Context: an optimization exercise on an open-source flow, tuned for small area. The choices shown serve that exercise and are no tape-out recipe. Function was checked by simulation only, so behaviour that the tests miss may differ from the original. No activity file was given, so power comes from the tool's default toggle rates.

## design/flow/config.mk

```make
export PLATFORM = sky130hd
export DESIGN_NAME = processor
export DESIGN_NICKNAME = processor
export VERILOG_FILES = /design/flow/design.v
export SDC_FILE = /design/flow/constraint.sdc
export NUM_CORES = 4
export LEC_CHECK = 0
export CAP_MARGIN = 20
export CORE_MARGIN = 2
export CORE_UTILIZATION = 40
export SLEW_MARGIN = 20
export SYNTH_HIERARCHICAL = 1
```

## design/flow/constraint.sdc

```tcl
create_clock -name core_clock -period 14.0 [get_ports {clk}]
set_input_delay 2.8000 -clock core_clock [delete_from_list [all_inputs] [get_ports {clk}]]
set_output_delay 2.8000 -clock core_clock [all_outputs]
set_load 0.01 [all_outputs]
```

## design/flow/design.v

```verilog
`timescale 1ns / 1ps
module Controller (
    input [6:0] Opcode,
    output RegWrite, MemRead, MemWrite
);
    wire r_type = (Opcode == 7'b0110011);
    wire i_type = (Opcode == 7'b0010011);
    assign MemRead  = (Opcode == 7'b0000011);
    assign MemWrite = (Opcode == 7'b0100011);
    assign RegWrite = r_type | i_type | MemRead;
endmodule
`timescale 1ns / 1ps
`timescale 1ns / 1ps
module alu_32 (
    input  wire [31:0] ins,
    input  wire [31:0] A_in, B_reg,
    output wire [31:0] ALU_Out
);
    wire [2:0] f3 = ins[14:12];
    wire st   = ins[5] & ~ins[4];           
    wire ri   = ins[4];                     
    wire [31:0] immI = {{20{ins[31]}}, ins[31:20]};
    wire [31:0] immS = {{20{ins[31]}}, ins[31:25], ins[11:7]};
    wire [31:0] B = (ins[5] & ins[4]) ? B_reg : (st ? immS : immI);
    wire slt   = ri & (f3 == 3'b010);
    wire sub   = slt | (ri & (f3 == 3'b000) & (ins[31:25] == 7'b0100000));
    wire arith = st | (f3 == 3'b000) | (f3 == 3'b010);
    wire [31:0] sum = A_in + (B ^ {32{sub}}) + {31'b0, sub};
    wire lt = (A_in[31] ^ B[31]) ? A_in[31] : sum[31];
    reg [31:0] logic_out;
    always @(*) begin
        case (f3)
            3'b100:  logic_out = ~(A_in | B);
            3'b110:  logic_out = A_in | B;
            default: logic_out = A_in & B;
        endcase
    end
    assign ALU_Out = arith ? (slt ? {31'b0, lt} : sum) : logic_out;
endmodule
`timescale 1ns / 1ps
module RegFile(
    input clk, reset, rg_wrt_en,
    input [4:0] rg_rd_addr1, rg_rd_addr2, rg_wrt_addr,
    input [31:0] rg_wrt_data,
    output wire [31:0] rg_rd_data1, rg_rd_data2
    );
    wire [31:0] we, hold, valid;
    wire [31:0] sel1, sel2;
    wire [1023:0] q;
    WriteDec wdec (
        .clk(clk), .reset(reset), .en(rg_wrt_en), .addr(rg_wrt_addr),
        .we(we), .hold(hold), .valid(valid)
    );
    ReadDec rdec1 (.addr(rg_rd_addr1), .valid(valid), .sel(sel1));
    ReadDec rdec2 (.addr(rg_rd_addr2), .valid(valid), .sel(sel2));
    genvar k, j;
    generate
        for (k = 0; k < 32; k = k + 1) begin : row
            for (j = 0; j < 32; j = j + 1) begin : b
                RegBit r (
                    .clk(clk), .we(we[k]), .hold(hold[k]),
                    .d(rg_wrt_data[j]), .q(q[32*k + j])
                );
            end
        end
    endgenerate
    ReadMux rmux1 (.sel(sel1), .q(q), .y(rg_rd_data1));
    ReadMux rmux2 (.sel(sel2), .q(q), .y(rg_rd_data2));
endmodule
module WriteDec (
    input clk, reset, en,
    input [4:0] addr,
    output [31:0] we, hold,
    output reg [31:0] valid
);
    genvar k;
    generate
        for (k = 0; k < 32; k = k + 1) begin : dec
            assign we[k]   = en & (addr == k);
            assign hold[k] = ~(en & (addr == k));
        end
    endgenerate
    always @ (posedge reset or posedge clk)
        if (reset) valid <= 32'h0;
        else       valid <= valid | we;
endmodule
module ReadDec (
    input [4:0] addr,
    input [31:0] valid,
    output [31:0] sel
);
    genvar k;
    generate
        for (k = 0; k < 32; k = k + 1) begin : dec
            assign sel[k] = valid[k] & (addr == k);
        end
    endgenerate
endmodule
module RegBit (
    input clk, we, hold, d,
    output reg q
);
    always @ (posedge clk)
        q <= (d & we) | (q & hold);
endmodule
module ReadMux (
    input [31:0] sel,
    input [1023:0] q,
    output [31:0] y
);
    genvar j;
    generate
        for (j = 0; j < 32; j = j + 1) begin : bs
            wire [31:0] col;
            genvar k;
            for (k = 0; k < 32; k = k + 1) begin : c
                assign col[k] = q[32*k + j];
            end
            ReadSlice s (.sel(sel), .d(col), .y(y[j]));
        end
    endgenerate
endmodule
module ReadSlice (
    input [31:0] sel,
    input [31:0] d,
    output y
);
    wire [10:0] n;
    wire [2:0] o;
    genvar g;
    generate
        for (g = 0; g < 10; g = g + 1) begin : grp
            AOI222 u (.a1(sel[3*g]), .a2(d[3*g]), .b1(sel[3*g+1]), .b2(d[3*g+1]),
                      .c1(sel[3*g+2]), .c2(d[3*g+2]), .y(n[g]));
        end
    endgenerate
    AOI22 u10 (.a1(sel[30]), .a2(d[30]), .b1(sel[31]), .b2(d[31]), .y(n[10]));
    NAND4 u11 (.a(n[0]), .b(n[1]), .c(n[2]), .d(n[3]), .y(o[0]));
    NAND4 u12 (.a(n[4]), .b(n[5]), .c(n[6]), .d(n[7]), .y(o[1]));
    NAND3 u13 (.a(n[8]), .b(n[9]), .c(n[10]), .y(o[2]));
    assign y = o[0] | o[1] | o[2];
endmodule
module AOI222 (input a1, a2, b1, b2, c1, c2, output y);
    assign y = ~((a1 & a2) | (b1 & b2) | (c1 & c2));
endmodule
module AOI22 (input a1, a2, b1, b2, output y);
    assign y = ~((a1 & a2) | (b1 & b2));
endmodule
module NAND4 (input a, b, c, d, output y);
    assign y = ~(a & b & c & d);
endmodule
module NAND3 (input a, b, c, output y);
    assign y = ~(a & b & c);
endmodule
`timescale 1ns / 1ps
module PCReg (input clk, reset, output [7:0] pc);
    reg [5:0] q;
    always @ (posedge clk)
        if (reset) q <= 6'd0;
        else       q <= q + 6'd1;
    assign pc = {q, 2'b00};
endmodule
`timescale 1ns / 1ps
`timescale 1ns / 1ps
module MUX21 (
    input  S,
    input [31:0] D1, D2,
    output [31:0] Y
);
    assign Y = S ? D2 : D1;
endmodule
`timescale 1ns / 1ps
`timescale 1ns / 1ps
module processor (
    input clk, reset,
    output [31:0] Result,        
    output [7:0] pc,             
    input [31:0] instruction,    
    output mem_read,             
    output mem_write,            
    output [31:0] mem_wdata,     
    input [31:0] mem_rdata       
);
    wire        reg_write;
    wire [31:0] reg1, reg2, wb_data;
    Controller controller (
        .Opcode(instruction[6:0]),
        .RegWrite(reg_write),
        .MemRead(mem_read),
        .MemWrite(mem_write)
    );
    PCReg pc_reg (
        .clk(clk),
        .reset(reset),
        .pc(pc)
    );
    RegFile reg_file (
        .clk(clk),
        .reset(reset),
        .rg_wrt_en(reg_write),
        .rg_rd_addr1(instruction[19:15]),
        .rg_rd_addr2(instruction[24:20]),
        .rg_wrt_addr(instruction[11:7]),
        .rg_wrt_data(wb_data),
        .rg_rd_data1(reg1),
        .rg_rd_data2(reg2)
    );
    alu_32 alu (
        .ins(instruction),
        .A_in(reg1),
        .B_reg(reg2),
        .ALU_Out(Result)
    );
    assign mem_wdata = reg2;
    MUX21 wb_mux (
        .S(instruction[4]),
        .D1(mem_rdata),
        .D2(Result),
        .Y(wb_data)
    );
endmodule
```

## design/flow/run.sh

```bash
#!/bin/bash
# synth_recipe.tcl (not shown) runs the flow's synth.tcl, then flattens the netlist and writes it again
# the make line also repeats each setting of config.mk as NAME=value (left out here)
make -C /OpenROAD-flow-scripts/flow DESIGN_CONFIG=/design/flow/config.mk WORK_HOME=/design/flow/orfs CLKGATE_MAP_FILE= SYNTH_SCRIPT=/design/flow/synth_recipe.tcl finish
```

==> key figures <==
Timing
  • Max transition margin: 13.7%
  • Highest attainable clock frequency: 0.0758 GHz
  • Fin. Hold Viols: 0
  • Actual slew at the worst max-slew pin: 1.29 ns
  • Final worst slack: 0.806 ns
  • Post-layout minimum cycle time: 13.19 ns
  • Total Neg Setup Slack: 0 ns
  • RSZ-0062 raised after global routing: false
  • Fin. max-slew vios: 0
  • Period utilization: 94.2%
  • Final setup violating endpoints: 0
  • Worst setup skew after layout: 0.0505 ns

Worst hold path
  • Worst hold path type: reg2reg
  • Worst Hold Launch: reg_file.wdec.valid[25]$_DFF_PP0_

Clocking
  • Maximum clock path buffer count: 3
  • Cell chosen for the clock root: sky130_fd_sc_hd__clkbuf_16
  • Gates resized, CTS repair: 0
  • Hold_buf cts: 0
  • CTS Buf Count: 112
  • Clock latency of the later-clocked register in the worst-skew pair: 0.75 ns
  • Clk sinks: 1062
  • CTS H-tree lvls: 3
  • Clock slew seen by the registers of the worst setup and hold paths: 0.07 ns
  • Clock tree from TritonCTS: yes
  • Post-CTS repair timing setup buffer count: 0

Setup path
  • Critical path launch point: instruction[21]
  • Gate family responsible for the most delay along the worst path: compound AO/OA/AOI/OAI gates
  • Data required time at the worst endpoint: 11.20 ns
  • Slowest stage delay, CP: 0.78 ns
  • Worst Setup Path Type: in2out
  • Critical Path, Cell by Cell: clkdlybuf4s50_1, and3b_2, and3_1, buf_4, a222oi_1, nand4_1, or3_1, a21oi_1, xnor2_1, ha_1, a21oi_1, a21oi_1, a21oi_1, nand3_1, a31oi_1, o21a_1, xnor2_1, o221ai_1, clkdlybuf4s50_1
  • Peak fanout along the critical path: 18
  • Critical-path top delay cell: sky130_fd_sc_hd__o221ai_1
  • Reg2Reg Launch Point: reg_file.wdec.valid[21]$_DFF_PP0_
  • Type of destination of the critical path: output port
  • Kind of start point of the critical path: input port
  • Buffering stage count on the worst path with inverters included: 3
  • Data arrival time at the worst-slack endpoint: 10.39 ns
  • Critical path's most frequent cell: sky130_fd_sc_hd__a21oi_1

Logic synthesis
  • Sequential element share of the synthesized area: 47.7%
  • Synth Flop Type: sky130_fd_sc_hd__dfxtp_1
  • Summed instance area of the synthesized netlist: 44900 um2
  • Number of distinct library cells after synthesis: 82
  • Largest cells by area after synthesis: sky130_fd_sc_hd__dfxtp_1 46%, sky130_fd_sc_hd__a22o_1 20%, sky130_fd_sc_hd__a222oi_1 14%
  • Portion of synthesized cell area occupied by the leading cell type: 45.9%
  • Average cell area after synthesis: 11.5 um2
  • Ys async rst share: 3.01%
  • Number of storage elements in the synthesis netlist: 1062
  • Yosys synthesis warning count: 10
  • Most area-hungry cell type in the Yosys netlist: sky130_fd_sc_hd__dfxtp_1
  • EDFF count, synth: 0
  • Cells after Synth: 3900

Global routing
  • Number of antenna violations at the first check in global routing: 27
  • First-pass GRT wire length: 307000 um
  • Maximum number of pins on one net before global-route repair: 38
  • GRT Util Overall: 36.1%
  • Total global routing overflow: 0
  • Vias in the first global route: 41600

Power
  • PD cells: 126 nW/um2
  • Peak supply drop: 0.123 mV
  • Leakage: 19.7 nW

Die
  • Vertical die dimension: 339 um
  • Effective utilization at floorplan: 40.5%
  • Floorplan row count: 122
  • Number of primary I/O pins: 140
  • Core Region: 111000 um2
  • Chip width: 339 um
  • Die area: 115000 um2

Drt
  • Number of remaining DRC errors: 0
  • Routed via count: 44900
  • Ratio of routed vias to standard cells: 7.76
  • Count of nets left with antenna violations after detail routing: 0
  • Initial drt markers: 10100
  • Routed wire length: 219000 um
  • Mean routed wirelength per cell: 37.9 um
  • Number of iterations in the first detailed-routing pass: 14

Final layout
  • Post-route non-filler standard cell count: 5784
  • Signed area change from the synthesized netlist to the final layout: 18.1%
  • Final Core Density: 47.8%
  • Net total in the final layout: 4294
  • Layout cells sized above 1: 12.1%

Placement
  • Dpl ws: 1.41 ns
  • Final weighted congestion of routability-driven global placement: 0.998
  • Port bufs: 137
  • Half-perimeter wire length of the detailed placement result: 134000 um
  • Number of placed instances, taps included: 5559

Run
  • Max-cap check violation count: 0

Status
  • Outcome: no timing/DRC/antenna violations
where the power goes:
part	leakage (nW)	total, W	switching, W	internal (W)
sequential	8.75	0.00313	0.0000495	0.00308
combinational	9.06	0.000416	0.000286	0.000130
clock	1.90	0.00311	0.00132	0.00179
total	19.7	0.00666	0.00166	0.00500
modules after synthesis (local to each module, per instance), excerpt:
module / flip-flops and latches / times used / cells / cell area [um2]
AOI22: 0 / 64 / 1 / 12.5
Controller: 0 / 1 / 6 / 41.3
WriteDec: 32 / 1 / 174 / 1610
ReadDec: 0 / 2 / 48 / 325
NAND4: 0 / 128 / 1 / 6.26
RegBit: 1 / 1024 / 2 / 28.8
alu_32: 0 / 1 / 555 / 3640
NAND3: 0 / 64 / 1 / 5.00
AOI222: 0 / 640 / 1 / 10.0
ReadSlice: 0 / 64 / 1 / 6.26
MUX21: 0 / 1 / 36 / 544
PCReg: 6 / 1 / 25 / 248
path summary, 6_finish.rpt:
check,slack [ns],cells after the start,endpoint
min in group asynchronous,2.75,3,reg_file.wdec.valid[8]$_DFF_PP0_
setup reg to reg,6.36,18,reg_file.row[7].b[31].r.q$_DFF_P_
hold / removal,0.47,1,reg_file.wdec.valid[25]$_DFF_PP0_
setup / recovery,0.81,19,Result[0]
max in group asynchronous,10.89,3,reg_file.wdec.valid[15]$_DFF_PP0_
hold reg to reg,0.47,1,reg_file.wdec.valid[25]$_DFF_PP0_
registers in the layout (all words and copies together), names as in the netlist:
signal               cells
pc_reg.q                 6
reg_file.wdec.valid     32
reg_file.row.b.r.q    1024
cell usage after synthesis (7+ instances only):
cell                          n
sky130_fd_sc_hd__nand2_1     76
sky130_fd_sc_hd__dfxtp_1   1030
sky130_fd_sc_hd__xor2_1      33
sky130_fd_sc_hd__a22o_1    1025
sky130_fd_sc_hd__o21a_1       7
sky130_fd_sc_hd__o22ai_1     29
sky130_fd_sc_hd__mux2_2       8
sky130_fd_sc_hd__mux2i_1      8
sky130_fd_sc_hd__nor3_1       8
sky130_fd_sc_hd__dfrtp_1     32
sky130_fd_sc_hd__a21oi_1     68
sky130_fd_sc_hd__nand4_1    135
sky130_fd_sc_hd__nor2b_1     24
sky130_fd_sc_hd__buf_1        7
sky130_fd_sc_hd__xnor2_1     38
sky130_fd_sc_hd__o21ai_0     44
sky130_fd_sc_hd__a21o_1      54
sky130_fd_sc_hd__nor2_1      71
sky130_fd_sc_hd__inv_1       13
sky130_fd_sc_hd__or3_1       87
sky130_fd_sc_hd__and2_1       7
sky130_fd_sc_hd__nand3_1     80
sky130_fd_sc_hd__and3_1      65
sky130_fd_sc_hd__a31oi_1     22
sky130_fd_sc_hd__a222oi_1   640
sky130_fd_sc_hd__ha_1        34
sky130_fd_sc_hd__mux2_4      30
sky130_fd_sc_hd__a22oi_2     64
sky130_fd_sc_hd__nand2b_1    10
sky130_fd_sc_hd__buf_2       13
sky130_fd_sc_hd__clkbuf_1    38
through the flow:
step                hold WS (ns)  power [W]  cell area [um2]
global placement           0.451    0.00359            48900
CTS                        0.465    0.00666            52800
finish                     0.467    0.00666            53000
global route               0.481    0.00682            53000
floorplan                  0.432    0.00341            44900
detailed placement         0.450    0.00359            49000
cells by family (layout without fill, tap and decap cells):
family          Yosys count  in the layout  share of synthesized area (%)
other cells               1             11                        0.00835
buf+inv                  80            466                          0.880
compound gates         1995           1995                           39.9
flops                  1062           1062                           47.7
fa+ha+maj                35             35                          0.992
mux                      46             46                           1.38
simple gates            610            610                           7.82
xor+xnor                 71             71                           1.38
cell usage in the layout, fill, tap and decap left out, types with 13 or more instances in the layout:
master                            netlist  layout
sky130_fd_sc_hd__mux2_4                30      30
sky130_fd_sc_hd__a31oi_1               22      22
sky130_fd_sc_hd__a22oi_2               64      64
sky130_fd_sc_hd__a222oi_1             640     640
sky130_fd_sc_hd__a21oi_1               68      68
sky130_fd_sc_hd__xor2_1                33      33
sky130_fd_sc_hd__clkbuf_16              0     116
sky130_fd_sc_hd__o22ai_1               29      27
sky130_fd_sc_hd__or3_1                 87      87
sky130_fd_sc_hd__dfxtp_1             1030    1030
sky130_fd_sc_hd__xnor2_1               38      38
sky130_fd_sc_hd__buf_4                  4      96
sky130_fd_sc_hd__nand2_1               76      74
sky130_fd_sc_hd__nor2b_1               24      23
sky130_fd_sc_hd__o21ai_0               44      44
sky130_fd_sc_hd__clkinv_2               0      26
sky130_fd_sc_hd__and3_2                 4      58
sky130_fd_sc_hd__dfrtp_1               32      32
sky130_fd_sc_hd__clkbuf_8               0      23
sky130_fd_sc_hd__nor2_4                 0      33
sky130_fd_sc_hd__a22o_1              1025    1025
sky130_fd_sc_hd__a21o_1                54      54
sky130_fd_sc_hd__nand4_1              135     135
sky130_fd_sc_hd__clkdlybuf4s50_1        0     135
sky130_fd_sc_hd__clkbuf_1              38      23
sky130_fd_sc_hd__nor2_1                71      38
sky130_fd_sc_hd__ha_1                  34      34
sky130_fd_sc_hd__nand3_1               80      80
sky130_fd_sc_hd__inv_1                 13      13
per-layer routing:
metal,global-route usage (%),part of all wire (%)
met5,1.14,0.057
met4,21.6,6.8
met1,47.1,38
met3,15.4,16
met2,49.0,39
area by class of cell:
cell class / count / area [um2]
Clock buffer: 162 / 3310
Sequential cell: 1062 / 21400
Fill cell: 10100 / 57900
Clock inverter: 46 / 546
Inverter: 13 / 48.8
Antenna cell: 9 / 22.5
Tap cell: 1488 / 1860
Multi-Input combinational cell: 2759 / 23500
Timing Repair Buffer: 245 / 2370

==> re-timing with driven ports <==
No port has a modelled driver above. Below, the same layout with a new extraction and two added sets of constraints.
Step 1 (the two cells are an assumption about what drives the block):
set clk [get_ports {clk}]
set_driving_cell -lib_cell sky130_fd_sc_hd__clkbuf_16 $clk
set_driving_cell -lib_cell sky130_fd_sc_hd__buf_2 [delete_from_list [all_inputs] $clk]
Step 2, shift: input delay + t, output delay - t, t = (earliest + latest rising clock arrival at the registers) / 2. This alone moves slack from input paths to output paths.
Three values: ideal ports, drivers, drivers and shift; two values: the first two.
t, ns: 0.799
setup slack, ns: 0.806 / 0.682 / 0.682
slew at the worst register clock pin (ns): 0.07 / 0.07
worst data-port slew with drivers (ns): 0.12
After both steps setup and hold are still met in this run. The setup slack of this run moves by -0.124 ns with the drivers and by -0.124 ns with both steps.
